What follows belongs to an exercise in optimizing a design on an open flow for small area; a production flow would make more cautious choices.
In this exercise RTL edits were held to simulation tests only and were not proved equivalent to the original.
The clock port is modelled as an ideal driver; clocking choices that lean on that would not hold on a real chip.
Power and IR drop assume default switching activity.

==> design/flow/design.v <==
`timescale 1ns / 1ps
module clk_divider(
	input wire clk,
	input wire rst,
	output wire segtick,
	output wire randclk,
	output reg [1:0] hi	 
	);
	reg [9:0] s;
	wire z9 = (s[8:0] == 9'd0);
	wire fb = s[9] ^ s[6] ^ z9;
	always @(posedge clk)
		if (rst) begin s <= 0; hi <= 0; end
		else begin
			s <= {s[8:0], fb};
			if (segtick) hi <= hi + 1;
		end
	assign segtick = s[9] & z9;
	assign randclk = (hi == 2'd0) && (s == 10'd1);
endmodule
`timescale 1ns / 1ps
module seg_display(
	input clk,
	input rst,
	input segtick,
	input [1:0] digit,		 
	input [1:0] state,
	input [15:0] bcd,
	output reg [7:0] seg,
	output [3:0] an
    );
	reg started;			 
	wire [1:0] cur = digit - 2'd1;	 
	reg [3:0] num;
	reg [7:0] nxt;
	function [7:0] seg_val;
		input [3:0] n;
		case (n)
			4'b0000: seg_val = 8'b11000000;	 
			4'b0001: seg_val = 8'b11111001;	 
			4'b0011: seg_val = 8'b10100100;	 
			4'b0110: seg_val = 8'b10110000;	 
			4'b1101: seg_val = 8'b10011001;	 
			4'b1011: seg_val = 8'b10010010;	 
			4'b0111: seg_val = 8'b10000010;	 
			4'b1110: seg_val = 8'b11111000;	 
			4'b1100: seg_val = 8'b10000000;	 
			default: seg_val = 8'b10010000;	 
		endcase
	endfunction
	always @* begin
		case (digit)
			2'd0: num = bcd[15:12];
			2'd1: num = bcd[11:8];
			2'd2: num = bcd[7:4];
			default: num = bcd[3:0];
		endcase
		case (state)
			2'd0: case (digit)
				2'd0: nxt = 8'b11000110;
				2'd1: nxt = 8'b11000001;
				2'd2: nxt = 8'b10000000;
				default: nxt = 8'b10000110;
			endcase
			2'd1: nxt = 8'b01111111;
			2'd2: nxt = seg_val(num);
			default: case (digit)
				2'd0: nxt = 8'b10100001;
				2'd1: nxt = 8'b11000000;
				2'd2: nxt = 8'b11001000;
				default: nxt = 8'b10000110;
			endcase
		endcase
	end
	always @(posedge clk)
		if (rst) begin
			started <= 0;
			seg <= 8'hff;
		end
		else if (segtick) begin
			started <= 1;
			seg <= nxt;
		end
	assign an = started ? ~(4'b1000 >> cur) : 4'b1111;
endmodule
`timescale 1ns / 1ps
module debouncing(
	input clk,
	input rst,
	input btn,
	output press
    );
	reg [4:0] r;
	reg fb;
	always @* begin
		case ({r[4], r[3], r[2], r[0]})
			4'd0: fb = 1'b1;   4'd1: fb = 1'b0;   4'd2: fb = 1'b1;   4'd3: fb = 1'b0;
			4'd4: fb = 1'b1;   4'd5: fb = 1'b0;   4'd6: fb = 1'b1;   4'd7: fb = 1'b1;
			4'd8: fb = 1'b0;   4'd9: fb = 1'b1;   4'd10: fb = 1'b0;  4'd11: fb = 1'b1;
			4'd12: fb = 1'b0;  4'd13: fb = 1'b1;  4'd14: fb = 1'b1;  default: fb = 1'b1;
		endcase
	end
	always @(posedge clk)
		if (rst || !btn) r <= 5'b00000;
		else r <= {r[3:0], fb};
	assign press = ~r[4] & r[3] & r[2] & r[0];
endmodule
module lfsr    (
	input clk,
	input rst,
	output [3:0] out
	);
	reg [3:0] sr;
	wire linear_feedback = ~(sr[3] ^ sr[2]);
	always @(posedge clk)
		if (rst) sr <= 0;
		else sr <= {sr[2:0], linear_feedback};
	assign out = (sr[3] & sr[2]) ? {3'b011, sr[1] | sr[0]} : sr;
endmodule
`timescale 1ns / 1ps
module logic_and_vga(
	input clk,
	input rst,
	input randclk,
	input [7:0] sw,
	input btn_reset,
	input cw_press,
	input ccw_press,
	input hrot_press,
	input vrot_press,
	input [3:0] rand_num,
	output reg [1:0] state,		 
	output reg [15:0] bcd,
	output hsync,
	output vsync,
	output [2:0] red,
	output [2:0] green,
	output [1:0] blue
    );
	reg [2:0] hg, vg;
	reg [6:0] hw, vw;
	wire line_end = (hg == 3'd7) && (hw == 7'd15);
	wire frame_end = (vg == 3'd4) && (vw == 7'd89);
	wire [6:0] w_inc = (line_end ? vw : hw) + 7'd1;
	wire [2:0] g_inc = (line_end ? vg : hg) + 3'd1;
	always @(posedge clk)
		if (rst) begin
			hg <= 0; hw <= 56; vg <= 0; vw <= 49;
		end
		else if (line_end) begin
			hg <= 0; hw <= 56;
			if (frame_end) begin vg <= 0; vw <= 49; end
			else if (vw == 7'd119) begin vg <= g_inc; vw <= 0; end
			else vw <= w_inc;
		end
		else if (hw == 7'd119) begin hg <= g_inc; hw <= 0; end
		else hw <= w_inc;
	assign hsync = ~(hg == 0 || (hg == 1 && hw < 32));	 
	assign vsync = ~(vg == 0 && vw < 51);			 
	wire clr = rst | btn_reset;
	wire scramble = sw[0] & randclk;
	wire turn = cw_press | ccw_press;
	wire onehot = (sw[7:2] == 6'b100000) | (sw[7:2] == 6'b010000) | (sw[7:2] == 6'b001000) |
	              (sw[7:2] == 6'b000100) | (sw[7:2] == 6'b000010) | (sw[7:2] == 6'b000001);
	reg [2:0] tface;
	reg tccw, tvalid;
	always @* begin
		tface = sw[7] ? 3'd0 : sw[6] ? 3'd1 : sw[5] ? 3'd2 : sw[4] ? 3'd3 : sw[3] ? 3'd4 : 3'd5;
		tccw = ccw_press & ~cw_press;
		tvalid = ~clr & (cw_press | ccw_press) & onehot;
		if (scramble) begin
			tface = (rand_num < 6) ? rand_num[2:0] : rand_num[2:0] - 3'd6;
			tccw = (rand_num >= 6);
			tvalid = ~clr;
		end
	end
	reg [9-1:0] p;
	wire [9-1:0] pn;
	wire [5:0] spin, tstore, dstore;
	wire [1:0] drot;
	wire [2:0] dface;
	orient orient(.p(p), .hrot(hrot_press), .vrot(vrot_press), .tface(tface), .dface(dface),
		.pn(pn), .spin(spin), .tstore(tstore), .dstore(dstore), .drot(drot));
	always @(posedge clk)
		if (clr) p <= 9'd209;
		else p <= pn;
	wire [11:0] ut = tvalid ? (tccw ? {tstore, 6'b0} : {6'b0, tstore}) : 12'b0;
	wire [143:0] stk;
	wire solved;
	cube_state cube_state(.clk(clk), .clr(clr), .spin(spin), .ut(ut), .stk(stk));
	solved_check solved_check(.stk(stk), .solved(solved));
	reg [1:0] st_q;
	always @* state = (st_q == 2 && solved) ? 2'd3 : st_q;
	always @(posedge clk)
		if (clr) st_q <= 0;
		else if (scramble) st_q <= 1;
		else if (turn && state == 1) st_q <= 2;
		else st_q <= state;
	wire counted = ~clr & ~scramble & turn & onehot;
	function [3:0] dnext;
		input [3:0] x;
		dnext = {x[2:0], x[3] ? x[0] : ~(x[1] & x[0])};
	endfunction
	function is9;
		input [3:0] x;
		is9 = x[3] & ~x[2] & ~x[1];
	endfunction
	wire [3:0] d0 = bcd[3:0], d1 = bcd[7:4], d2 = bcd[11:8], d3 = bcd[15:12];
	wire c0 = is9(d0), c1 = c0 & is9(d1), c2 = c1 & is9(d2);
	wire wrap = (bcd == 16'b1100_0001_1000_0001);	 
	always @(posedge clk) begin
		if (clr | scramble | (counted & wrap)) bcd <= 0;
		else if (counted) begin
			bcd[3:0] <= dnext(d0);
			if (c0) bcd[7:4] <= dnext(d1);
			if (c1) bcd[11:8] <= dnext(d2);
			if (c2) bcd[15:12] <= dnext(d3);
		end
	end
	wire [2:0] hcell = {hw >= 70 && hw < 100, hw >= 35 && hw < 65, hw < 30};
	wire [2:0] vcell = {vw >= 70 && vw < 100, vw >= 35 && vw < 65, vw < 30};
	wire [5:0] lcol;
	assign lcol[0] = hg == 5 && hw >= 60 && hw < 70;
	assign lcol[1] = hg == 5 && hw >= 80 && hw < 90;
	assign lcol[2] = hg == 5 && hw >= 100 && hw < 110;
	assign lcol[3] = hg == 6 && hw < 10;
	assign lcol[4] = hg == 6 && hw >= 20 && hw < 30;
	assign lcol[5] = hg == 6 && hw >= 40 && hw < 50;
	wire [2:0] hgrp = (hg == 2) ? 3'd0 : (hg == 3) ? 3'd1 : (hg == 4) ? 3'd2 : (hg == 5) ? 3'd3 : 3'd7;
	wire hin = |hcell && hgrp != 7;
	wire vin = |vcell && vg >= 1 && vg <= 3;
	wire legend = (vg == 4 && vw >= 20 && vw < 30) && |lcol;
	reg [2:0] face;
	always @* begin
		face = 3'd6;
		if (legend)
			face = lcol[0] ? 3'd0 : lcol[1] ? 3'd1 : lcol[2] ? 3'd2 : lcol[3] ? 3'd3 : lcol[4] ? 3'd4 : 3'd5;
		else if (hin && vin) begin
			if (vg == 2) face = hgrp + 3'd1;
			else if (hgrp == 1) face = (vg == 1) ? 3'd0 : 3'd5;
		end
	end
	assign dface = face;
	wire [2:0] dr = legend ? 3'b010 : vcell;
	wire [2:0] dc = legend ? 3'b010 : hcell;
	wire [2:0] sr, sc;
	face_rot face_rot(.n(drot), .r(dr), .c(dc), .rs(sr), .cs(sc));
	wire [2:0] scol;
	sticker_pick sticker_pick(.u(dstore), .r(sr), .c(sc), .stk(stk), .color(scol));
	reg [2:0] pix;
	always @(posedge clk)
		if (rst) pix <= 3'b000;
		else pix <= scol;
	reg [7:0] rgb;
	always @* begin
		case (pix)
			3'b001: rgb = 8'b111_111_11;	 
			3'b010: rgb = 8'b111_100_00;	 
			3'b011: rgb = 8'b000_111_00;	 
			3'b100: rgb = 8'b001_001_11;	 
			3'b101: rgb = 8'b111_000_00;	 
			3'b110: rgb = 8'b111_111_00;	 
			default: rgb = 8'b000_000_00;	 
		endcase
	end
	assign {red, green, blue} = rgb;
endmodule
module orient(
	input [8:0] p,
	input hrot,
	input vrot,
	input [2:0] tface,       
	input [2:0] dface,       
	output [8:0] pn,         
	output [5:0] spin,       
	output [5:0] tstore,     
	output [5:0] dstore,     
	output reg [1:0] drot    
	);
	wire [8:0] p1;
	assign p1[2:0] = hrot ? p[2:0] : p[2:0];
	assign p1[5:3] = hrot ? p[8:6] : p[5:3];
	assign p1[8:6] = hrot ? ~p[5:3] : p[8:6];
	assign pn[2:0] = vrot ? p1[8:6] : p1[2:0];
	assign pn[5:3] = vrot ? p1[5:3] : p1[5:3];
	assign pn[8:6] = vrot ? ~p1[2:0] : p1[8:6];
	wire [2:0] sv0 = p1[2:0], sv1 = ~p1[8:6];
	assign spin = vrot ? ({(sv0 == 3'b110), (sv0 == 3'b100), (sv0 == 3'b101), (sv0 == 3'b011), (sv0 == 3'b010), (sv0 == 3'b001)} | {(sv1 == 3'b110), (sv1 == 3'b100), (sv1 == 3'b101), (sv1 == 3'b011), (sv1 == 3'b010), (sv1 == 3'b001)}) : 6'b0;
	reg [2:0] tc, dc;
	always @* begin
		case (tface)
			3'd0: tc = pn[2:0];
			3'd1: tc = pn[5:3];
			3'd2: tc = pn[8:6];
			3'd3: tc = ~pn[5:3];
			3'd4: tc = ~pn[8:6];
			default: tc = ~pn[2:0];
		endcase
		case (dface)
			3'd0: dc = p[2:0];
			3'd1: dc = p[5:3];
			3'd2: dc = p[8:6];
			3'd3: dc = ~p[5:3];
			3'd4: dc = ~p[8:6];
			3'd5: dc = ~p[2:0];
			default: dc = 3'b000;
		endcase
	end
	assign tstore = {(tc == 3'b110), (tc == 3'b100), (tc == 3'b101), (tc == 3'b011), (tc == 3'b010), (tc == 3'b001)};
	assign dstore = {(dc == 3'b110), (dc == 3'b100), (dc == 3'b101), (dc == 3'b011), (dc == 3'b010), (dc == 3'b001)};
	reg [2:0] nc;
	always @* begin
		case (dface)
			3'd0: nc = ~p[8:6];
			3'd1: nc = p[2:0];
			3'd2: nc = p[2:0];
			3'd3: nc = p[2:0];
			3'd4: nc = p[2:0];
			3'd5: nc = p[8:6];
			default: nc = 3'b000;
		endcase
		case ({dc, nc})
			6'b001010: drot = 2'd3;
			6'b001011: drot = 2'd2;
			6'b001101: drot = 2'd1;
			6'b001100: drot = 2'd0;
			6'b010001: drot = 2'd0;
			6'b010011: drot = 2'd1;
			6'b010100: drot = 2'd3;
			6'b010110: drot = 2'd2;
			6'b011001: drot = 2'd0;
			6'b011010: drot = 2'd3;
			6'b011101: drot = 2'd1;
			6'b011110: drot = 2'd2;
			6'b101001: drot = 2'd0;
			6'b101011: drot = 2'd3;
			6'b101100: drot = 2'd1;
			6'b101110: drot = 2'd2;
			6'b100001: drot = 2'd0;
			6'b100010: drot = 2'd1;
			6'b100101: drot = 2'd3;
			6'b100110: drot = 2'd2;
			6'b110010: drot = 2'd3;
			6'b110011: drot = 2'd0;
			6'b110101: drot = 2'd1;
			6'b110100: drot = 2'd2;
			default: drot = 2'd0;
		endcase
	end
endmodule
module cube_state(
	input clk,
	input clr,              
	input [5:0] spin,       
	input [11:0] ut,        
	output reg [143:0] stk
	);
	wire [143:0] r, nx;
	assign r[2:0] = spin[0] ? stk[23:21] : stk[2:0];
	assign r[5:3] = spin[0] ? stk[20:18] : stk[5:3];
	assign r[8:6] = spin[0] ? stk[17:15] : stk[8:6];
	assign r[11:9] = spin[0] ? stk[14:12] : stk[11:9];
	assign r[14:12] = spin[0] ? stk[11:9] : stk[14:12];
	assign r[17:15] = spin[0] ? stk[8:6] : stk[17:15];
	assign r[20:18] = spin[0] ? stk[5:3] : stk[20:18];
	assign r[23:21] = spin[0] ? stk[2:0] : stk[23:21];
	assign r[26:24] = spin[1] ? stk[47:45] : stk[26:24];
	assign r[29:27] = spin[1] ? stk[44:42] : stk[29:27];
	assign r[32:30] = spin[1] ? stk[41:39] : stk[32:30];
	assign r[35:33] = spin[1] ? stk[38:36] : stk[35:33];
	assign r[38:36] = spin[1] ? stk[35:33] : stk[38:36];
	assign r[41:39] = spin[1] ? stk[32:30] : stk[41:39];
	assign r[44:42] = spin[1] ? stk[29:27] : stk[44:42];
	assign r[47:45] = spin[1] ? stk[26:24] : stk[47:45];
	assign r[50:48] = spin[2] ? stk[71:69] : stk[50:48];
	assign r[53:51] = spin[2] ? stk[68:66] : stk[53:51];
	assign r[56:54] = spin[2] ? stk[65:63] : stk[56:54];
	assign r[59:57] = spin[2] ? stk[62:60] : stk[59:57];
	assign r[62:60] = spin[2] ? stk[59:57] : stk[62:60];
	assign r[65:63] = spin[2] ? stk[56:54] : stk[65:63];
	assign r[68:66] = spin[2] ? stk[53:51] : stk[68:66];
	assign r[71:69] = spin[2] ? stk[50:48] : stk[71:69];
	assign r[74:72] = spin[3] ? stk[95:93] : stk[74:72];
	assign r[77:75] = spin[3] ? stk[92:90] : stk[77:75];
	assign r[80:78] = spin[3] ? stk[89:87] : stk[80:78];
	assign r[83:81] = spin[3] ? stk[86:84] : stk[83:81];
	assign r[86:84] = spin[3] ? stk[83:81] : stk[86:84];
	assign r[89:87] = spin[3] ? stk[80:78] : stk[89:87];
	assign r[92:90] = spin[3] ? stk[77:75] : stk[92:90];
	assign r[95:93] = spin[3] ? stk[74:72] : stk[95:93];
	assign r[98:96] = spin[4] ? stk[119:117] : stk[98:96];
	assign r[101:99] = spin[4] ? stk[116:114] : stk[101:99];
	assign r[104:102] = spin[4] ? stk[113:111] : stk[104:102];
	assign r[107:105] = spin[4] ? stk[110:108] : stk[107:105];
	assign r[110:108] = spin[4] ? stk[107:105] : stk[110:108];
	assign r[113:111] = spin[4] ? stk[104:102] : stk[113:111];
	assign r[116:114] = spin[4] ? stk[101:99] : stk[116:114];
	assign r[119:117] = spin[4] ? stk[98:96] : stk[119:117];
	assign r[122:120] = spin[5] ? stk[143:141] : stk[122:120];
	assign r[125:123] = spin[5] ? stk[140:138] : stk[125:123];
	assign r[128:126] = spin[5] ? stk[137:135] : stk[128:126];
	assign r[131:129] = spin[5] ? stk[134:132] : stk[131:129];
	assign r[134:132] = spin[5] ? stk[131:129] : stk[134:132];
	assign r[137:135] = spin[5] ? stk[128:126] : stk[137:135];
	assign r[140:138] = spin[5] ? stk[125:123] : stk[140:138];
	assign r[143:141] = spin[5] ? stk[122:120] : stk[143:141];
	assign nx[2:0] = ({3{ut[6]}} & r[8:6]) | ({3{ut[0]}} & r[17:15]) | ({3{ut[10]}} & r[41:39]) | ({3{ut[7]}} & r[50:48]) | ({3{ut[4]}} & r[80:78]) | ({3{ut[1]}} & r[119:117]) | ({3{~(clr | ut[0] | ut[1] | ut[4] | ut[6] | ut[7] | ut[10])}} & r[2:0]);
	assign nx[5:3] = ({3{ut[0]}} & r[11:9]) | ({3{ut[6]}} & r[14:12]) | ({3{ut[10]}} & r[35:33]) | ({3{ut[4]}} & r[86:84]) | ({3{~(clr | ut[0] | ut[4] | ut[6] | ut[10])}} & r[5:3]);
	assign nx[8:6] = ({3{ut[0]}} & r[2:0]) | ({3{ut[6]}} & r[23:21]) | ({3{ut[10]}} & r[26:24]) | ({3{ut[3]}} & r[56:54]) | ({3{ut[4]}} & r[95:93]) | ({3{ut[9]}} & r[113:111]) | ({3{~(clr | ut[0] | ut[3] | ut[4] | ut[6] | ut[9] | ut[10])}} & r[8:6]);
	assign nx[11:9] = ({3{ut[6]}} & r[5:3]) | ({3{ut[0]}} & r[20:18]) | ({3{ut[7]}} & r[59:57]) | ({3{ut[1]}} & r[110:108]) | ({3{~(clr | ut[0] | ut[1] | ut[6] | ut[7])}} & r[11:9]);
	assign nx[14:12] = ({3{ut[0]}} & r[5:3]) | ({3{ut[6]}} & r[20:18]) | ({3{ut[3]}} & r[62:60]) | ({3{ut[9]}} & r[107:105]) | ({3{~(clr | ut[0] | ut[3] | ut[6] | ut[9])}} & r[14:12]);
	assign nx[17:15] = ({3{ut[6]}} & r[2:0]) | ({3{ut[0]}} & r[23:21]) | ({3{ut[2]}} & r[47:45]) | ({3{ut[7]}} & r[65:63]) | ({3{ut[8]}} & r[74:72]) | ({3{ut[1]}} & r[104:102]) | ({3{~(clr | ut[0] | ut[1] | ut[2] | ut[6] | ut[7] | ut[8])}} & r[17:15]);
	assign nx[20:18] = ({3{ut[6]}} & r[11:9]) | ({3{ut[0]}} & r[14:12]) | ({3{ut[2]}} & r[38:36]) | ({3{ut[8]}} & r[83:81]) | ({3{~(clr | ut[0] | ut[2] | ut[6] | ut[8])}} & r[20:18]);
	assign nx[23:21] = ({3{ut[0]}} & r[8:6]) | ({3{ut[6]}} & r[17:15]) | ({3{ut[2]}} & r[32:30]) | ({3{ut[3]}} & r[71:69]) | ({3{ut[8]}} & r[89:87]) | ({3{ut[9]}} & r[98:96]) | ({3{~(clr | ut[0] | ut[2] | ut[3] | ut[6] | ut[8] | ut[9])}} & r[23:21]);
	assign nx[26:24] = ({3{ut[4]}} & r[8:6]) | ({3{ut[7]}} & r[32:30]) | ({3{ut[1]}} & r[41:39]) | ({3{ut[0]}} & r[50:48]) | ({3{ut[6]}} & r[98:96]) | ({3{ut[10]}} & r[137:135]) | ({3{~(clr | ut[0] | ut[1] | ut[4] | ut[6] | ut[7] | ut[10])}} & r[26:24]);
	assign nx[29:27] = ({3{ut[1]}} & r[35:33]) | ({3{ut[7]}} & r[38:36]) | ({3{ut[0]}} & r[53:51]) | ({3{ut[6]}} & r[101:99]) | ({3{~(clr | ut[0] | ut[1] | ut[6] | ut[7])}} & r[29:27]);
	assign nx[32:30] = ({3{ut[8]}} & r[23:21]) | ({3{ut[1]}} & r[26:24]) | ({3{ut[7]}} & r[47:45]) | ({3{ut[0]}} & r[56:54]) | ({3{ut[6]}} & r[104:102]) | ({3{ut[2]}} & r[122:120]) | ({3{~(clr | ut[0] | ut[1] | ut[2] | ut[6] | ut[7] | ut[8])}} & r[32:30]);
	assign nx[35:33] = ({3{ut[4]}} & r[5:3]) | ({3{ut[7]}} & r[29:27]) | ({3{ut[1]}} & r[44:42]) | ({3{ut[10]}} & r[140:138]) | ({3{~(clr | ut[1] | ut[4] | ut[7] | ut[10])}} & r[35:33]);
	assign nx[38:36] = ({3{ut[8]}} & r[20:18]) | ({3{ut[1]}} & r[29:27]) | ({3{ut[7]}} & r[44:42]) | ({3{ut[2]}} & r[125:123]) | ({3{~(clr | ut[1] | ut[2] | ut[7] | ut[8])}} & r[38:36]);
	assign nx[41:39] = ({3{ut[4]}} & r[2:0]) | ({3{ut[7]}} & r[26:24]) | ({3{ut[1]}} & r[47:45]) | ({3{ut[11]}} & r[65:63]) | ({3{ut[5]}} & r[113:111]) | ({3{ut[10]}} & r[143:141]) | ({3{~(clr | ut[1] | ut[4] | ut[5] | ut[7] | ut[10] | ut[11])}} & r[41:39]);
	assign nx[44:42] = ({3{ut[7]}} & r[35:33]) | ({3{ut[1]}} & r[38:36]) | ({3{ut[11]}} & r[68:66]) | ({3{ut[5]}} & r[116:114]) | ({3{~(clr | ut[1] | ut[5] | ut[7] | ut[11])}} & r[44:42]);
	assign nx[47:45] = ({3{ut[8]}} & r[17:15]) | ({3{ut[1]}} & r[32:30]) | ({3{ut[7]}} & r[41:39]) | ({3{ut[11]}} & r[71:69]) | ({3{ut[5]}} & r[119:117]) | ({3{ut[2]}} & r[128:126]) | ({3{~(clr | ut[1] | ut[2] | ut[5] | ut[7] | ut[8] | ut[11])}} & r[47:45]);
	assign nx[50:48] = ({3{ut[1]}} & r[2:0]) | ({3{ut[6]}} & r[26:24]) | ({3{ut[8]}} & r[56:54]) | ({3{ut[2]}} & r[65:63]) | ({3{ut[0]}} & r[74:72]) | ({3{ut[7]}} & r[122:120]) | ({3{~(clr | ut[0] | ut[1] | ut[2] | ut[6] | ut[7] | ut[8])}} & r[50:48]);
	assign nx[53:51] = ({3{ut[6]}} & r[29:27]) | ({3{ut[2]}} & r[59:57]) | ({3{ut[8]}} & r[62:60]) | ({3{ut[0]}} & r[77:75]) | ({3{~(clr | ut[0] | ut[2] | ut[6] | ut[8])}} & r[53:51]);
	assign nx[56:54] = ({3{ut[9]}} & r[8:6]) | ({3{ut[6]}} & r[32:30]) | ({3{ut[2]}} & r[50:48]) | ({3{ut[8]}} & r[71:69]) | ({3{ut[0]}} & r[80:78]) | ({3{ut[3]}} & r[128:126]) | ({3{~(clr | ut[0] | ut[2] | ut[3] | ut[6] | ut[8] | ut[9])}} & r[56:54]);
	assign nx[59:57] = ({3{ut[1]}} & r[11:9]) | ({3{ut[8]}} & r[53:51]) | ({3{ut[2]}} & r[68:66]) | ({3{ut[7]}} & r[131:129]) | ({3{~(clr | ut[1] | ut[2] | ut[7] | ut[8])}} & r[59:57]);
	assign nx[62:60] = ({3{ut[9]}} & r[14:12]) | ({3{ut[2]}} & r[53:51]) | ({3{ut[8]}} & r[68:66]) | ({3{ut[3]}} & r[134:132]) | ({3{~(clr | ut[2] | ut[3] | ut[8] | ut[9])}} & r[62:60]);
	assign nx[65:63] = ({3{ut[1]}} & r[17:15]) | ({3{ut[5]}} & r[41:39]) | ({3{ut[8]}} & r[50:48]) | ({3{ut[2]}} & r[71:69]) | ({3{ut[11]}} & r[89:87]) | ({3{ut[7]}} & r[137:135]) | ({3{~(clr | ut[1] | ut[2] | ut[5] | ut[7] | ut[8] | ut[11])}} & r[65:63]);
	assign nx[68:66] = ({3{ut[5]}} & r[44:42]) | ({3{ut[8]}} & r[59:57]) | ({3{ut[2]}} & r[62:60]) | ({3{ut[11]}} & r[92:90]) | ({3{~(clr | ut[2] | ut[5] | ut[8] | ut[11])}} & r[68:66]);
	assign nx[71:69] = ({3{ut[9]}} & r[23:21]) | ({3{ut[5]}} & r[47:45]) | ({3{ut[2]}} & r[56:54]) | ({3{ut[8]}} & r[65:63]) | ({3{ut[11]}} & r[95:93]) | ({3{ut[3]}} & r[143:141]) | ({3{~(clr | ut[2] | ut[3] | ut[5] | ut[8] | ut[9] | ut[11])}} & r[71:69]);
	assign nx[74:72] = ({3{ut[2]}} & r[17:15]) | ({3{ut[6]}} & r[50:48]) | ({3{ut[9]}} & r[80:78]) | ({3{ut[3]}} & r[89:87]) | ({3{ut[0]}} & r[98:96]) | ({3{ut[8]}} & r[128:126]) | ({3{~(clr | ut[0] | ut[2] | ut[3] | ut[6] | ut[8] | ut[9])}} & r[74:72]);
	assign nx[77:75] = ({3{ut[6]}} & r[53:51]) | ({3{ut[3]}} & r[83:81]) | ({3{ut[9]}} & r[86:84]) | ({3{ut[0]}} & r[101:99]) | ({3{~(clr | ut[0] | ut[3] | ut[6] | ut[9])}} & r[77:75]);
	assign nx[80:78] = ({3{ut[10]}} & r[2:0]) | ({3{ut[6]}} & r[56:54]) | ({3{ut[3]}} & r[74:72]) | ({3{ut[9]}} & r[95:93]) | ({3{ut[0]}} & r[104:102]) | ({3{ut[4]}} & r[143:141]) | ({3{~(clr | ut[0] | ut[3] | ut[4] | ut[6] | ut[9] | ut[10])}} & r[80:78]);
	assign nx[83:81] = ({3{ut[2]}} & r[20:18]) | ({3{ut[9]}} & r[77:75]) | ({3{ut[3]}} & r[92:90]) | ({3{ut[8]}} & r[125:123]) | ({3{~(clr | ut[2] | ut[3] | ut[8] | ut[9])}} & r[83:81]);
	assign nx[86:84] = ({3{ut[10]}} & r[5:3]) | ({3{ut[3]}} & r[77:75]) | ({3{ut[9]}} & r[92:90]) | ({3{ut[4]}} & r[140:138]) | ({3{~(clr | ut[3] | ut[4] | ut[9] | ut[10])}} & r[86:84]);
	assign nx[89:87] = ({3{ut[2]}} & r[23:21]) | ({3{ut[5]}} & r[65:63]) | ({3{ut[9]}} & r[74:72]) | ({3{ut[3]}} & r[95:93]) | ({3{ut[11]}} & r[113:111]) | ({3{ut[8]}} & r[122:120]) | ({3{~(clr | ut[2] | ut[3] | ut[5] | ut[8] | ut[9] | ut[11])}} & r[89:87]);
	assign nx[92:90] = ({3{ut[5]}} & r[68:66]) | ({3{ut[9]}} & r[83:81]) | ({3{ut[3]}} & r[86:84]) | ({3{ut[11]}} & r[116:114]) | ({3{~(clr | ut[3] | ut[5] | ut[9] | ut[11])}} & r[92:90]);
	assign nx[95:93] = ({3{ut[10]}} & r[8:6]) | ({3{ut[5]}} & r[71:69]) | ({3{ut[3]}} & r[80:78]) | ({3{ut[9]}} & r[89:87]) | ({3{ut[11]}} & r[119:117]) | ({3{ut[4]}} & r[137:135]) | ({3{~(clr | ut[3] | ut[4] | ut[5] | ut[9] | ut[10] | ut[11])}} & r[95:93]);
	assign nx[98:96] = ({3{ut[3]}} & r[23:21]) | ({3{ut[0]}} & r[26:24]) | ({3{ut[6]}} & r[74:72]) | ({3{ut[10]}} & r[104:102]) | ({3{ut[4]}} & r[113:111]) | ({3{ut[9]}} & r[143:141]) | ({3{~(clr | ut[0] | ut[3] | ut[4] | ut[6] | ut[9] | ut[10])}} & r[98:96]);
	assign nx[101:99] = ({3{ut[0]}} & r[29:27]) | ({3{ut[6]}} & r[77:75]) | ({3{ut[4]}} & r[107:105]) | ({3{ut[10]}} & r[110:108]) | ({3{~(clr | ut[0] | ut[4] | ut[6] | ut[10])}} & r[101:99]);
	assign nx[104:102] = ({3{ut[7]}} & r[17:15]) | ({3{ut[0]}} & r[32:30]) | ({3{ut[6]}} & r[80:78]) | ({3{ut[4]}} & r[98:96]) | ({3{ut[10]}} & r[119:117]) | ({3{ut[1]}} & r[137:135]) | ({3{~(clr | ut[0] | ut[1] | ut[4] | ut[6] | ut[7] | ut[10])}} & r[104:102]);
	assign nx[107:105] = ({3{ut[3]}} & r[14:12]) | ({3{ut[10]}} & r[101:99]) | ({3{ut[4]}} & r[116:114]) | ({3{ut[9]}} & r[134:132]) | ({3{~(clr | ut[3] | ut[4] | ut[9] | ut[10])}} & r[107:105]);
	assign nx[110:108] = ({3{ut[7]}} & r[11:9]) | ({3{ut[4]}} & r[101:99]) | ({3{ut[10]}} & r[116:114]) | ({3{ut[1]}} & r[131:129]) | ({3{~(clr | ut[1] | ut[4] | ut[7] | ut[10])}} & r[110:108]);
	assign nx[113:111] = ({3{ut[3]}} & r[8:6]) | ({3{ut[11]}} & r[41:39]) | ({3{ut[5]}} & r[89:87]) | ({3{ut[10]}} & r[98:96]) | ({3{ut[4]}} & r[119:117]) | ({3{ut[9]}} & r[128:126]) | ({3{~(clr | ut[3] | ut[4] | ut[5] | ut[9] | ut[10] | ut[11])}} & r[113:111]);
	assign nx[116:114] = ({3{ut[11]}} & r[44:42]) | ({3{ut[5]}} & r[92:90]) | ({3{ut[10]}} & r[107:105]) | ({3{ut[4]}} & r[110:108]) | ({3{~(clr | ut[4] | ut[5] | ut[10] | ut[11])}} & r[116:114]);
	assign nx[119:117] = ({3{ut[7]}} & r[2:0]) | ({3{ut[11]}} & r[47:45]) | ({3{ut[5]}} & r[95:93]) | ({3{ut[4]}} & r[104:102]) | ({3{ut[10]}} & r[113:111]) | ({3{ut[1]}} & r[122:120]) | ({3{~(clr | ut[1] | ut[4] | ut[5] | ut[7] | ut[10] | ut[11])}} & r[119:117]);
	assign nx[122:120] = ({3{ut[8]}} & r[32:30]) | ({3{ut[1]}} & r[50:48]) | ({3{ut[2]}} & r[89:87]) | ({3{ut[7]}} & r[119:117]) | ({3{ut[11]}} & r[128:126]) | ({3{ut[5]}} & r[137:135]) | ({3{~(clr | ut[1] | ut[2] | ut[5] | ut[7] | ut[8] | ut[11])}} & r[122:120]);
	assign nx[125:123] = ({3{ut[8]}} & r[38:36]) | ({3{ut[2]}} & r[83:81]) | ({3{ut[5]}} & r[131:129]) | ({3{ut[11]}} & r[134:132]) | ({3{~(clr | ut[2] | ut[5] | ut[8] | ut[11])}} & r[125:123]);
	assign nx[128:126] = ({3{ut[8]}} & r[47:45]) | ({3{ut[9]}} & r[56:54]) | ({3{ut[2]}} & r[74:72]) | ({3{ut[3]}} & r[113:111]) | ({3{ut[5]}} & r[122:120]) | ({3{ut[11]}} & r[143:141]) | ({3{~(clr | ut[2] | ut[3] | ut[5] | ut[8] | ut[9] | ut[11])}} & r[128:126]);
	assign nx[131:129] = ({3{ut[1]}} & r[59:57]) | ({3{ut[7]}} & r[110:108]) | ({3{ut[11]}} & r[125:123]) | ({3{ut[5]}} & r[140:138]) | ({3{~(clr | ut[1] | ut[5] | ut[7] | ut[11])}} & r[131:129]);
	assign nx[134:132] = ({3{ut[9]}} & r[62:60]) | ({3{ut[3]}} & r[107:105]) | ({3{ut[5]}} & r[125:123]) | ({3{ut[11]}} & r[140:138]) | ({3{~(clr | ut[3] | ut[5] | ut[9] | ut[11])}} & r[134:132]);
	assign nx[137:135] = ({3{ut[4]}} & r[26:24]) | ({3{ut[1]}} & r[65:63]) | ({3{ut[10]}} & r[95:93]) | ({3{ut[7]}} & r[104:102]) | ({3{ut[11]}} & r[122:120]) | ({3{ut[5]}} & r[143:141]) | ({3{~(clr | ut[1] | ut[4] | ut[5] | ut[7] | ut[10] | ut[11])}} & r[137:135]);
	assign nx[140:138] = ({3{ut[4]}} & r[35:33]) | ({3{ut[10]}} & r[86:84]) | ({3{ut[11]}} & r[131:129]) | ({3{ut[5]}} & r[134:132]) | ({3{~(clr | ut[4] | ut[5] | ut[10] | ut[11])}} & r[140:138]);
	assign nx[143:141] = ({3{ut[4]}} & r[41:39]) | ({3{ut[9]}} & r[71:69]) | ({3{ut[10]}} & r[80:78]) | ({3{ut[3]}} & r[98:96]) | ({3{ut[5]}} & r[128:126]) | ({3{ut[11]}} & r[137:135]) | ({3{~(clr | ut[3] | ut[4] | ut[5] | ut[9] | ut[10] | ut[11])}} & r[143:141]);
	always @(posedge clk)
		if (clr) stk <= nx | 144'b110110110110110110110110100100100100100100100100101101101101101101101101011011011011011011011011010010010010010010010010001001001001001001001001;
		else stk <= nx;
endmodule
module solved_check(
	input [143:0] stk,
	output solved
	);
	assign solved = (stk[2:0] == 3'b001) &&
		(stk[5:3] == 3'b001) &&
		(stk[8:6] == 3'b001) &&
		(stk[11:9] == 3'b001) &&
		(stk[14:12] == 3'b001) &&
		(stk[17:15] == 3'b001) &&
		(stk[20:18] == 3'b001) &&
		(stk[23:21] == 3'b001) &&
		(stk[26:24] == 3'b010) &&
		(stk[29:27] == 3'b010) &&
		(stk[32:30] == 3'b010) &&
		(stk[35:33] == 3'b010) &&
		(stk[38:36] == 3'b010) &&
		(stk[41:39] == 3'b010) &&
		(stk[44:42] == 3'b010) &&
		(stk[47:45] == 3'b010) &&
		(stk[50:48] == 3'b011) &&
		(stk[53:51] == 3'b011) &&
		(stk[56:54] == 3'b011) &&
		(stk[59:57] == 3'b011) &&
		(stk[62:60] == 3'b011) &&
		(stk[65:63] == 3'b011) &&
		(stk[68:66] == 3'b011) &&
		(stk[71:69] == 3'b011) &&
		(stk[74:72] == 3'b101) &&
		(stk[77:75] == 3'b101) &&
		(stk[80:78] == 3'b101) &&
		(stk[83:81] == 3'b101) &&
		(stk[86:84] == 3'b101) &&
		(stk[89:87] == 3'b101) &&
		(stk[92:90] == 3'b101) &&
		(stk[95:93] == 3'b101) &&
		(stk[98:96] == 3'b100) &&
		(stk[101:99] == 3'b100) &&
		(stk[104:102] == 3'b100) &&
		(stk[107:105] == 3'b100) &&
		(stk[110:108] == 3'b100) &&
		(stk[113:111] == 3'b100) &&
		(stk[116:114] == 3'b100) &&
		(stk[119:117] == 3'b100);
endmodule
module sticker_pick(
	input [5:0] u,
	input [2:0] r,
	input [2:0] c,
	input [143:0] stk,
	output [2:0] color
	);
	wire [8:0] rc = {r[2] & c[2], r[2] & c[1], r[2] & c[0], r[1] & c[2], r[1] & c[1], r[1] & c[0], r[0] & c[2], r[0] & c[1], r[0] & c[0]};
	wire [2:0] fv0 = ({3{rc[0]}} & stk[2:0]) | ({3{rc[1]}} & stk[5:3]) | ({3{rc[2]}} & stk[8:6]) | ({3{rc[3]}} & stk[11:9]) | ({3{rc[4]}} & 3'b001) | ({3{rc[5]}} & stk[14:12]) | ({3{rc[6]}} & stk[17:15]) | ({3{rc[7]}} & stk[20:18]) | ({3{rc[8]}} & stk[23:21]);
	wire [2:0] fv1 = ({3{rc[0]}} & stk[26:24]) | ({3{rc[1]}} & stk[29:27]) | ({3{rc[2]}} & stk[32:30]) | ({3{rc[3]}} & stk[35:33]) | ({3{rc[4]}} & 3'b010) | ({3{rc[5]}} & stk[38:36]) | ({3{rc[6]}} & stk[41:39]) | ({3{rc[7]}} & stk[44:42]) | ({3{rc[8]}} & stk[47:45]);
	wire [2:0] fv2 = ({3{rc[0]}} & stk[50:48]) | ({3{rc[1]}} & stk[53:51]) | ({3{rc[2]}} & stk[56:54]) | ({3{rc[3]}} & stk[59:57]) | ({3{rc[4]}} & 3'b011) | ({3{rc[5]}} & stk[62:60]) | ({3{rc[6]}} & stk[65:63]) | ({3{rc[7]}} & stk[68:66]) | ({3{rc[8]}} & stk[71:69]);
	wire [2:0] fv3 = ({3{rc[0]}} & stk[74:72]) | ({3{rc[1]}} & stk[77:75]) | ({3{rc[2]}} & stk[80:78]) | ({3{rc[3]}} & stk[83:81]) | ({3{rc[4]}} & 3'b101) | ({3{rc[5]}} & stk[86:84]) | ({3{rc[6]}} & stk[89:87]) | ({3{rc[7]}} & stk[92:90]) | ({3{rc[8]}} & stk[95:93]);
	wire [2:0] fv4 = ({3{rc[0]}} & stk[98:96]) | ({3{rc[1]}} & stk[101:99]) | ({3{rc[2]}} & stk[104:102]) | ({3{rc[3]}} & stk[107:105]) | ({3{rc[4]}} & 3'b100) | ({3{rc[5]}} & stk[110:108]) | ({3{rc[6]}} & stk[113:111]) | ({3{rc[7]}} & stk[116:114]) | ({3{rc[8]}} & stk[119:117]);
	wire [2:0] fv5 = ({3{rc[0]}} & stk[122:120]) | ({3{rc[1]}} & stk[125:123]) | ({3{rc[2]}} & stk[128:126]) | ({3{rc[3]}} & stk[131:129]) | ({3{rc[4]}} & 3'b110) | ({3{rc[5]}} & stk[134:132]) | ({3{rc[6]}} & stk[137:135]) | ({3{rc[7]}} & stk[140:138]) | ({3{rc[8]}} & stk[143:141]);
	assign color = ({3{u[0]}} & fv0) | ({3{u[1]}} & fv1) | ({3{u[2]}} & fv2) | ({3{u[3]}} & fv3) | ({3{u[4]}} & fv4) | ({3{u[5]}} & fv5);
endmodule
module face_rot(
	input [1:0] n,
	input [2:0] r,
	input [2:0] c,
	output reg [2:0] rs,
	output reg [2:0] cs
	);
	always @*
		case (n)
			2'd0: begin rs = {r[2], r[1], r[0]}; cs = {c[2], c[1], c[0]}; end
			2'd1: begin rs = {c[2], c[1], c[0]}; cs = {r[0], r[1], r[2]}; end
			2'd2: begin rs = {r[0], r[1], r[2]}; cs = {c[0], c[1], c[2]}; end
			2'd3: begin rs = {c[0], c[1], c[2]}; cs = {r[2], r[1], r[0]}; end
		endcase
endmodule
`timescale 1ns / 1ps
module cube_top( 
	input clk, 
	input rst,
	input [7:0] sw, 
	input btn_reset, 
	input btn_ccw, 
	input btn_cw,
	input btn_hrot, 
	input btn_vrot,
	output [7:0] seg, 
	output [3:0] an,
	output hsync,			 
	output vsync,			 
	output [2:0] red,		 
	output [2:0] green,	 
	output [1:0] blue		 
    );
	wire segtick;
	wire randclk;
	wire [1:0] digit;	 
	wire cw_press, ccw_press, hrot_press, vrot_press;
	wire [1:0] state;	 
	wire [15:0] bcd;	 
	wire [3:0] rand_num;	 
	clk_divider clk_divider(.clk(clk), .rst(rst), .segtick(segtick), .randclk(randclk), .hi(digit));
	seg_display seg_display(.clk(clk), .rst(rst), .segtick(segtick), .digit(digit), .state(state),
		.bcd(bcd), .seg(seg), .an(an));
	debouncing d1(.clk(clk), .rst(rst), .btn(btn_cw), .press(cw_press));
	debouncing d2(.clk(clk), .rst(rst), .btn(btn_ccw), .press(ccw_press));
	debouncing d3(.clk(clk), .rst(rst), .btn(btn_hrot), .press(hrot_press));
	debouncing d4(.clk(clk), .rst(rst), .btn(btn_vrot), .press(vrot_press));
	lfsr lfsr(.clk(clk), .rst(rst), .out(rand_num));
	logic_and_vga logic_and_vga(
		.clk(clk), .rst(rst), .randclk(randclk), .sw(sw), .btn_reset(btn_reset),
		.cw_press(cw_press), .ccw_press(ccw_press),
		.hrot_press(hrot_press), .vrot_press(vrot_press),
		.rand_num(rand_num), .state(state), .bcd(bcd),
		.hsync(hsync), .vsync(vsync), .red(red), .green(green), .blue(blue));
endmodule
==> design/flow/flow/run.sh <==
#!/bin/bash
# Own layout flow: the standard flow (standard.sh) with these changes.
# 1. Synthesis: the standard synthesis script (synth_recipe.tcl, run through
#    standard.sh), with only its ABC technology-mapping call changed: an
#    area-oriented ABC script (flow/abc_*.abc) instead of ORFS's speed script,
#    and a delay target of 12000 ps (the clock period) instead of 12. Each
#    script is tried; a netlist is only used if its flip-flops (instance names
#    and cells) are exactly the standard synthesis's. The (up to) four
#    smallest such netlists are each placed (standard floorplan and placement)
#    and the one with the smallest placed cell area is laid out.
# 2. Port buffers are sky130_fd_sc_hd__buf_1 (the standard flow's
#    buffer_ports picks a larger delay buffer); every port still gets one.
# 3. Clock tree synthesis without dummy loads, tried with each setting in
#    flow/cts_configs.txt; the tree with the smallest cell area whose largest
#    flip-flop clock-pin slew (placement estimate) is at most 95 ps is kept
#    (the first setting if none is).
# Each tool's output goes to a log file in this folder.
set -euo pipefail
W=$(pwd)
PLAT=${FLOW_PLATFORM:-sky130hd}
R=$W/orfs/results/$PLAT/cube_top/base
REP=$W/orfs/reports/$PLAT/cube_top/base
FH=${FLOW_HOME:-/OpenROAD-flow-scripts/flow}
LIB=$FH/platforms/sky130hd/lib/sky130_fd_sc_hd__tt_025C_1v80.lib
PORTS="BUFFER_PORTS_ARGS=-buffer_cell sky130_fd_sc_hd__buf_1"

flops() { grep -E '^\s*sky130_fd_sc_hd__(df|ed|sdf|dl)[a-z0-9_]* ' "$1" | awk '{print $1, $2}' | sort; }
area() { grep -m1 'Chip area for module' "$1" | awk '{print $NF}'; }

# 1. the standard synthesis, then the synthesis with each ABC script
bash standard.sh synth > $W/log_1_synth_standard.txt 2>&1
cp $R/1_2_yosys.v $W/synth_standard.v
cp $REP/synth_stat.txt $W/synth_standard_stat.txt
flops $W/synth_standard.v > $W/flops_standard.txt
echo "standard $(area $W/synth_standard_stat.txt)" > $W/synth_areas.txt
echo "standard $(area $W/synth_standard_stat.txt)" > $W/synth_ok.txt
mkdir -p $W/res_synth; cp -p $R/* $W/res_synth/
for abc in $W/flow/abc_*.abc; do
  n=$(basename $abc .abc)
  {
    echo 'proc abc {args} {'
    echo '  set i [lsearch -exact $args -script]'
    echo "  if {\$i >= 0} { set args [lreplace \$args [expr {\$i + 1}] [expr {\$i + 1}] $abc] }"
    echo '  set i [lsearch -exact $args -D]'
    echo '  if {$i >= 0} { set args [lreplace $args [expr {$i + 1}] [expr {$i + 1}] 12000] }'
    echo '  yosys abc {*}$args'
    echo '}'
    cat $W/synth_recipe.tcl
  } > $W/synth_$n.tcl
  rm -f $R/1_2_yosys.v $R/1_synth.odb $R/1_synth.sdc
  if bash standard.sh "SYNTH_SCRIPT=$W/synth_$n.tcl" $R/1_2_yosys.v > $W/log_1_synth_$n.txt 2>&1; then
    cp $R/1_2_yosys.v $W/synth_$n.v
    cp $REP/synth_stat.txt $W/synth_${n}_stat.txt
    a=$(area $W/synth_${n}_stat.txt)
    if flops $W/synth_$n.v | cmp -s - $W/flops_standard.txt; then
      echo "$n $a" >> $W/synth_areas.txt
      echo "$n $a" >> $W/synth_ok.txt
    else
      echo "$n $a flip-flops differ, not used" >> $W/synth_areas.txt
    fi
  else
    echo "$n failed" >> $W/synth_areas.txt
  fi
done
# 2. floorplan and placement (standard, smaller port buffers) of the four
#    smallest netlists; keep the smallest placed design
sort -k2 -g $W/synth_ok.txt | head -4 | awk '{print $1}' > $W/place_candidates.txt
pbest=""; pbest_area=""
while IFS= read -r n; do
  rm -rf $R; mkdir -p $R
  cp -p $W/res_synth/* $R/
  rm -f $R/1_2_yosys.v $R/1_synth.odb $R/1_synth.sdc
  cp $W/synth_$n.v $R/1_2_yosys.v
  if bash standard.sh "$PORTS" place > $W/log_3_place_$n.txt 2>&1; then
    EVAL_ODB=$R/3_place.odb openroad -no_init -exit $W/flow/place_eval.tcl > $W/log_3_place_eval_$n.txt 2>&1 || true
    a=$(grep "^EVAL" $W/log_3_place_eval_$n.txt | awk '{print $3}' || true)
    echo "$n $a" >> $W/place_areas.txt
    if [ -n "$a" ]; then
      rm -rf $W/res_$n; cp -rp $R $W/res_$n
      if [ -z "$pbest_area" ] || awk -v a="$a" -v b="$pbest_area" 'BEGIN { exit !(a < b) }'; then pbest=$n; pbest_area=$a; fi
    fi
  else
    echo "$n failed" >> $W/place_areas.txt
  fi
done < $W/place_candidates.txt
test -n "$pbest"
echo "chosen $pbest $pbest_area" >> $W/place_areas.txt
rm -rf $R; cp -rp $W/res_$pbest $R
cp $W/synth_${pbest}_stat.txt $REP/synth_stat.txt

# 3. clock tree synthesis with each setting
i=0; cbest=""; cbest_area=""
while IFS= read -r cfg; do
  [ -n "$cfg" ] || continue
  i=$((i+1))
  rm -f $R/4_1_cts.odb $R/4_cts.odb $R/4_cts.sdc
  if bash standard.sh "$PORTS" "CTS_ARGS=$cfg" cts > $W/log_4_cts_$i.txt 2>&1; then
    mkdir -p $W/cts_$i
    cp -p $R/4_1_cts.odb $R/4_cts.odb $R/4_cts.sdc $W/cts_$i/
    EVAL_ODB=$R/4_cts.odb EVAL_SDC=$R/4_cts.sdc EVAL_LIB=$LIB EVAL_RC=$FH/platforms/sky130hd/setRC.tcl \
      openroad -no_init -exit $W/flow/cts_eval.tcl > $W/log_4_cts_eval_$i.txt 2>&1 || true
    e=$(grep "^EVAL" $W/log_4_cts_eval_$i.txt || true)
    a=$(echo "$e" | awk '{print $3}'); s=$(echo "$e" | awk '{print $5}')
    echo "$i area $a slew_ps $s : $cfg" >> $W/cts_choice.txt
    if [ -n "$a" ] && [ -n "$s" ] && awk -v s="$s" 'BEGIN { exit !(s <= 95) }'; then
      if [ -z "$cbest_area" ] || awk -v a="$a" -v b="$cbest_area" 'BEGIN { exit !(a < b) }'; then
        cbest=$i; cbest_area=$a
      fi
    fi
  else
    echo "$i failed : $cfg" >> $W/cts_choice.txt
  fi
done < $W/flow/cts_configs.txt
[ -n "$cbest" ] || cbest=1
echo "chosen $cbest" >> $W/cts_choice.txt
cfg=$(grep -v '^$' $W/flow/cts_configs.txt | sed -n "${cbest}p")
cp -p $W/cts_$cbest/4_1_cts.odb $W/cts_$cbest/4_cts.odb $W/cts_$cbest/4_cts.sdc $R/

# 4. the rest of the standard flow
bash standard.sh "$PORTS" "CTS_ARGS=$cfg" finish > $W/log_5_finish.txt 2>&1
test -f $W/out/final.def
==> design/flow/flow/abc.constr <==
set_driving_cell sky130_fd_sc_hd__buf_1
set_load 5
==> design/flow/flow/abc_1.abc <==
strash
dc2
&get -n
&st
&dch -f
&nf -R 1000
&put
buffer -c
topo
stime -c
dnsize -c
==> design/flow/flow/abc_2.abc <==
strash
balance
rewrite
refactor
balance
&get -n
&st
&dch -f
&nf -R 1000
&put
buffer -c
topo
stime -c
dnsize -c
==> design/flow/flow/abc_3.abc <==
strash
balance
rewrite
refactor
balance
rewrite -z
refactor -z
balance
&get -n
&st
&dch -f
&nf -R 1000
&put
buffer -c
topo
stime -c
dnsize -c
==> design/flow/flow/abc_4.abc <==
strash
balance
rewrite
rewrite -z
balance
rewrite -z
balance
&get -n
&st
&dch -f
&nf -R 1000
&put
buffer -c
topo
stime -c
dnsize -c
==> design/flow/flow/abc_5.abc <==
strash
ifraig
dc2
&get -n
&st
&dch -f
&nf -R 1000
&put
buffer -c
topo
stime -c
dnsize -c
==> design/flow/flow/abc_6.abc <==
strash
dc2
&get -n
&st
&dch -f
&nf -R 1000
&put
buffer -c -N 12
topo
stime -c
dnsize -c
==> design/flow/flow/abc_7.abc <==
strash
balance
rewrite
refactor
balance
&get -n
&st
&dch -f
&nf -R 1000
&put
buffer -c -N 12
topo
stime -c
dnsize -c
==> design/flow/flow/abc_8.abc <==
strash
balance
rewrite
refactor
balance
&get -n
&st
&dch -f
&nf -R 1000
&put
buffer -c -N 8
topo
stime -c
dnsize -c
==> design/flow/flow/abc_9.abc <==
strash
balance
rewrite
rewrite -z
balance
rewrite -z
balance
&get -n
&st
&dch -f
&nf -R 1000
&put
buffer -c -N 12
topo
stime -c
dnsize -c
==> design/flow/flow/cts_configs.txt <==
-sink_clustering_enable -repair_clock_nets -dont_use_dummy_load -buf_list sky130_fd_sc_hd__clkbuf_8
-sink_clustering_enable -repair_clock_nets -dont_use_dummy_load -buf_list sky130_fd_sc_hd__clkbuf_8 -sink_clustering_size 25 -sink_clustering_max_diameter 60
-sink_clustering_enable -repair_clock_nets -dont_use_dummy_load -buf_list sky130_fd_sc_hd__clkbuf_8 -sink_clustering_size 20 -sink_clustering_max_diameter 50
-sink_clustering_enable -repair_clock_nets -dont_use_dummy_load -buf_list sky130_fd_sc_hd__clkbuf_8 -sink_clustering_size 30 -sink_clustering_max_diameter 45
-sink_clustering_enable -repair_clock_nets -dont_use_dummy_load -buf_list sky130_fd_sc_hd__clkbuf_4 -sink_clustering_size 20 -sink_clustering_max_diameter 30
-sink_clustering_enable -repair_clock_nets -dont_use_dummy_load
==> design/flow/flow/cts_eval.tcl <==
read_db $::env(EVAL_ODB)
read_liberty $::env(EVAL_LIB)
read_sdc $::env(EVAL_SDC)
source $::env(EVAL_RC)
set_propagated_clock [all_clocks]
estimate_parasitics -placement
set worst 0
foreach pin [get_pins -hierarchical */CLK] {
  set s [get_property $pin slew_max]
  if {$s > $worst} { set worst $s }
}
set block [ord::get_db_block]
set a 0.0
foreach inst [$block getInsts] {
  set m [$inst getMaster]
  if {[$m getType] eq "CORE"} { set a [expr {$a + double([$m getWidth]) * [$m getHeight]}] }
}
set dbu [$block getDbUnitsPerMicron]
puts "EVAL area [expr {$a / ($dbu * $dbu)}] slew_ps [expr {$worst * 1000.0}]"
==> design/flow/flow/place_eval.tcl <==
read_db $::env(EVAL_ODB)
set block [ord::get_db_block]
set a 0.0
foreach inst [$block getInsts] {
  set m [$inst getMaster]
  if {[$m getType] eq "CORE"} { set a [expr {$a + double([$m getWidth]) * [$m getHeight]}] }
}
set dbu [$block getDbUnitsPerMicron]
puts "EVAL area [expr {$a / ($dbu * $dbu)}]"
==> design/flow/standard.sh <==
#!/bin/bash
# synth_recipe.tcl (not shown) runs the flow's synth.tcl, then flattens the netlist and writes it again
# the make line also repeats each setting of config.mk as NAME=value (left out here)
make -C /OpenROAD-flow-scripts/flow DESIGN_CONFIG=/design/flow/config.mk WORK_HOME=/design/flow/orfs CLKGATE_MAP_FILE= SYNTH_SCRIPT=/design/flow/synth_recipe.tcl "${@:-finish}"
==> design/flow/config.mk <==
export PLATFORM = sky130hd
export DESIGN_NAME = cube_top
export DESIGN_NICKNAME = cube_top
export VERILOG_FILES = /design/flow/design.v
export SDC_FILE = /design/flow/constraint.sdc
export NUM_CORES = 8
export LEC_CHECK = 0
export CAP_MARGIN = 20
export CORE_MARGIN = 2
export CORE_UTILIZATION = 25
export SLEW_MARGIN = 20
==> design/flow/constraint.sdc <==
create_clock -name core_clock -period 12.0 [get_ports {clk}]
set_input_delay 2.4000 -clock core_clock [delete_from_list [all_inputs] [get_ports {clk}]]
set_output_delay 2.4000 -clock core_clock [all_outputs]
set_load 0.01 [all_outputs]
==> summary.txt <==
flip-flops by register name (all words and copies together) (netlist names), 4 cells and up:
name / count
lfsr.sr: 4
clk_divider.s: 10
d3.r: 5
logic_and_vga.hw: 7
d2.r: 5
seg_display.seg: 8
logic_and_vga.cube_state.stk: 144
logic_and_vga.vw: 7
logic_and_vga.p: 9
logic_and_vga.bcd: 16
d1.r: 5
d4.r: 5
cell type report:
class | instances | share of cell area, %
Multi-Input combinational cell | 1618 | 60.4
Sequential cell | 239 | 28.4
Tap cell | 790 | 5.87
Clock buffer | 61 | 2.72
Timing Repair Buffer | 62 | 1.99
Inverter | 26 | 0.579
Antenna cell | 3 | 0.0446
worst max-delay path by stage:
| stage | start | end | slack, ns | cells after the start |
|---|---|---|---|---|
| after floorplan | sw[0] | logic_and_vga.cube_state.stk[118] | 6.31 | 18 |
| final | logic_and_vga.hg[1] | logic_and_vga.pix[0] | 4.75 | 28 |
| after global placement | sw[0] | logic_and_vga.cube_state.stk[143] | 5.10 | 16 |
| after global routing | logic_and_vga.hg[1] | logic_and_vga.pix[0] | 4.05 | 28 |
| after CTS | logic_and_vga.hg[1] | logic_and_vga.pix[0] | 4.82 | 28 |
| after detailed placement | sw[0] | logic_and_vga.cube_state.stk[8] | 5.10 | 16 |
metal layers:
| layer | share of wire (%) | global-route usage, % |
|---|---|---|
| met5 | 0 | 0 |
| met2 | 42 | 27.6 |
| met1 | 40 | 24.3 |
| met3 | 13 | 5.36 |
| met4 | 5.1 | 8.52 |
per-stage QoR:
step,power (W),worst slack [ns],utilization (%)
4_1_cts,0.00175,4.82,27.9
2_1_floorplan,0.000940,6.31,-
3_3_place_gp,0.000998,5.10,27.1
3_5_place_dp,0.000997,5.10,27.1
6_report,0.00155,4.75,27.5
5_1_grt,0.00161,4.05,27.5
worst reg2reg max path, delay by kind of cell (launching register included):
| kind | cells | cell delay (ns) |
|---|---|---|
| AOI/OAI and AO/OA | 11 | 3.45 |
| and+or+nand+nor | 13 | 2.45 |
| DFF | 1 | 0.47 |
| adders and majority gates | 2 | 0.39 |
| buffers and inverters | 2 | 0.33 |
power groups by stage:
stage	Combinational (W)	Sequential (W)	Clock, W
after floorplan	0.0000963	0.000844	0
after global placement	0.000143	0.000855	0
final	0.000161	0.000844	0.000542
after detailed placement	0.000142	0.000855	0
after global routing	0.000173	0.000845	0.000590
after CTS	0.000155	0.000842	0.000756
==> summary.txt <==
The insertion delay of the later-clocked pin in the worst-skew pair is 0.83 ns. In this design, the largest share of critical-path delay is due to compound AO/OA/AOI/OAI gates. The floorplan die width is 255 um. The endpoint with the worst hold slack is d2.r[2]. The largest buffer count on any clock path is 3. The core outline area came out at 61400 um^2. The worst register-to-register path ends at logic_and_vga.pix[0]. The detailed-route DRC error count is 0. Measured along the y axis, the die boundary spans 255 um. Across every metal layer, demand over resource in global routing totals 18.4%.

The peak supply drop came out at 0.0000676 V. The post-synthesis instance total is 2079. The cell at the root of the clock tree is sky130_fd_sc_hd__clkbuf_16. By startpoint and endpoint, the worst setup path is classified as register to register.

In the final design database the tool counted 2050 nets. The worst hold slack is 0.413 ns. The internal power of the cells totals 0.00109 W. The number of global-route vias before repair came out at 16.3k.

The number of setup buffers added after CTS is 0. The slew at the pin with the worst max-slew slack is 1.18 ns. The area added between synthesis and finish came out at 7.13%. In this run the count of I/O pins placed on the die edge is 37. The cell area that synthesis handed to floorplanning was 15700 um^2. The count of buffer and inverter cells on the critical path came out at 2. The largest individual stage delay along the critical path comes from the cell sky130_fd_sc_hd__a211oi_1.

The final clock period utilization by the worst path came out at 60.4%. The number of hold-repair buffers added at the cts stage is 0. The area of the multi-input gates is 10200 um^2. The count of filler cells inserted in the layout came out at 6601.

The count of port buffers added during placement is 35. Setup repair after global routing left no endpoint under its margin. The shortest period the worst path allows came out at 7.25 ns. The number of H-tree levels came out at 1. The hold path startpoint is d2.r[1]. The register area is 4780 um^2. Power spread over the standard cell area amounts to 91.8 nW/um^2. The first detailed-routing pass ran for 7 iterations. Of the total power, the share spent switching nets is 29.6%. The TritonCTS clock tree is done. Registers are responsible for 54.5% of the overall power. The antenna violation net count after detailed routing came out at 0. Detailed routing inserted a total of 17.6k vias. For this run, the slowest stage of the critical path takes 0.80 ns.

Across the run, the number of max-cap violations was 0. The finished layout cell area is 16800 um^2. The post-placement cell count is 2857. The setup slack of the most critical reg-to-reg path is 4.75 ns. The flow ran to the end and the layout has no timing, DRC or antenna violations.

The largest fanout on the critical path came out at 18. The maximum number of pins on one net before global-route repair is 73. The cell area after placement is 16800 um^2. The setup TNS after final layout is 0 ns.

The post-synthesis area per instance came out at 7.56 um^2. Along the worst hold path, the cell count comes to 1. The worst clock skew is 0.0882 ns.

The most common cell after layout, fill and taps aside is sky130_fd_sc_hd__o22ai_1. Row generation in the floorplan step produced 91 rows. The post-DP HPWL came out at 41600 um. The worst register-to-register path begins at logic_and_vga.hg[1]. The number of endpoints failing setup at the final stage came out at 0. The die covers 63700 um^2. The post-CTS resize count is 0. The number of hold violations in the final report is 0.

The data required time at the worst endpoint is 12.68 ns. The switching power summed over all nets came out at 0.000458 W. Per report_power, the clock group accounts for 35.0% of the total. Clock-pin slew was measured on the worst setup and hold paths at 0.09 ns. The static leakage is 5.39 nW. The routability-driven placement congestion ratio came out at 0.963. In the routed layout, each cell is associated on average with a via count of 6.27. Summed over all layers, the global routing overflow is 0. Data arrives at the worst endpoint at 7.93 ns. The total wire length is 61300 um. The type of the tightest min-delay check is register to register. By instance count, the cell type seen most on the critical path is sky130_fd_sc_hd__nor2_1.

The type of element launching the critical path is a register. After detailed routing, the average wire length per cell comes to 21.9 um. The library cells used most frequently in the layout, excluding fill and tap cells, are sky130_fd_sc_hd__o22ai_1 (281), sky130_fd_sc_hd__dfxtp_1 (239), sky130_fd_sc_hd__nor2_1 (233), sky130_fd_sc_hd__o21ai_0 (181), sky130_fd_sc_hd__mux2i_1 (162). The first global-routing pass estimated 94300 um of wire. Once layout is complete, the cells apart from fillers number 2799. The max-slew violation count came to 0. The initial utilization of the core area, before any placement, comes to 25.4%.

The initial detailed-routing violation count is 2575. The fraction of power consumed by combinational cells came out at 10.4%. The Yosys step of the flow raised 8 warnings.

The critical path endpoint category is a register. The initial antenna violation count is 2. The total nets after synthesis came out at 2121.

Clock tree synthesis inserted a total of 29 buffers. The worst pin sits at a relative slew slack of 20.6%. The total number of clock tree sinks is 239. The share of final-layout standard cells stronger than drive strength 1 came out at 5.93%. Measured in cells, the most critical reg-to-reg path has a length of 28. The achievable clock frequency is 0.138 GHz.

re-timing with driven ports:
No port has a modelled driver above. Below, the same layout with a new extraction and two added sets of constraints. Step 1 (the two cells are an assumption about what drives the block):
set clk [get_ports {clk}]
set_driving_cell -lib_cell sky130_fd_sc_hd__clkbuf_16 $clk
set_driving_cell -lib_cell sky130_fd_sc_hd__buf_2 [delete_from_list [all_inputs] $clk]
Step 2, shift: input delay + t, output delay - t, t = (earliest + latest rising clock arrival at the registers) / 2. This alone moves slack from input paths to output paths. Three values: no drivers, after step 1, after step 2; two values: the first two.
t, ns: 0.837
setup slack, ns: 4.747 / 4.747 / 4.747
clock arrival spread, ns: 0.088 / 0.089
slew at the worst register clock pin (ns): 0.09 / 0.09
pins driven straight from the clock port: 1
After both steps this run still meets setup and hold. For this run, drivers alone change the setup slack by 0.000 ns; drivers and shift together by 0.000 ns.
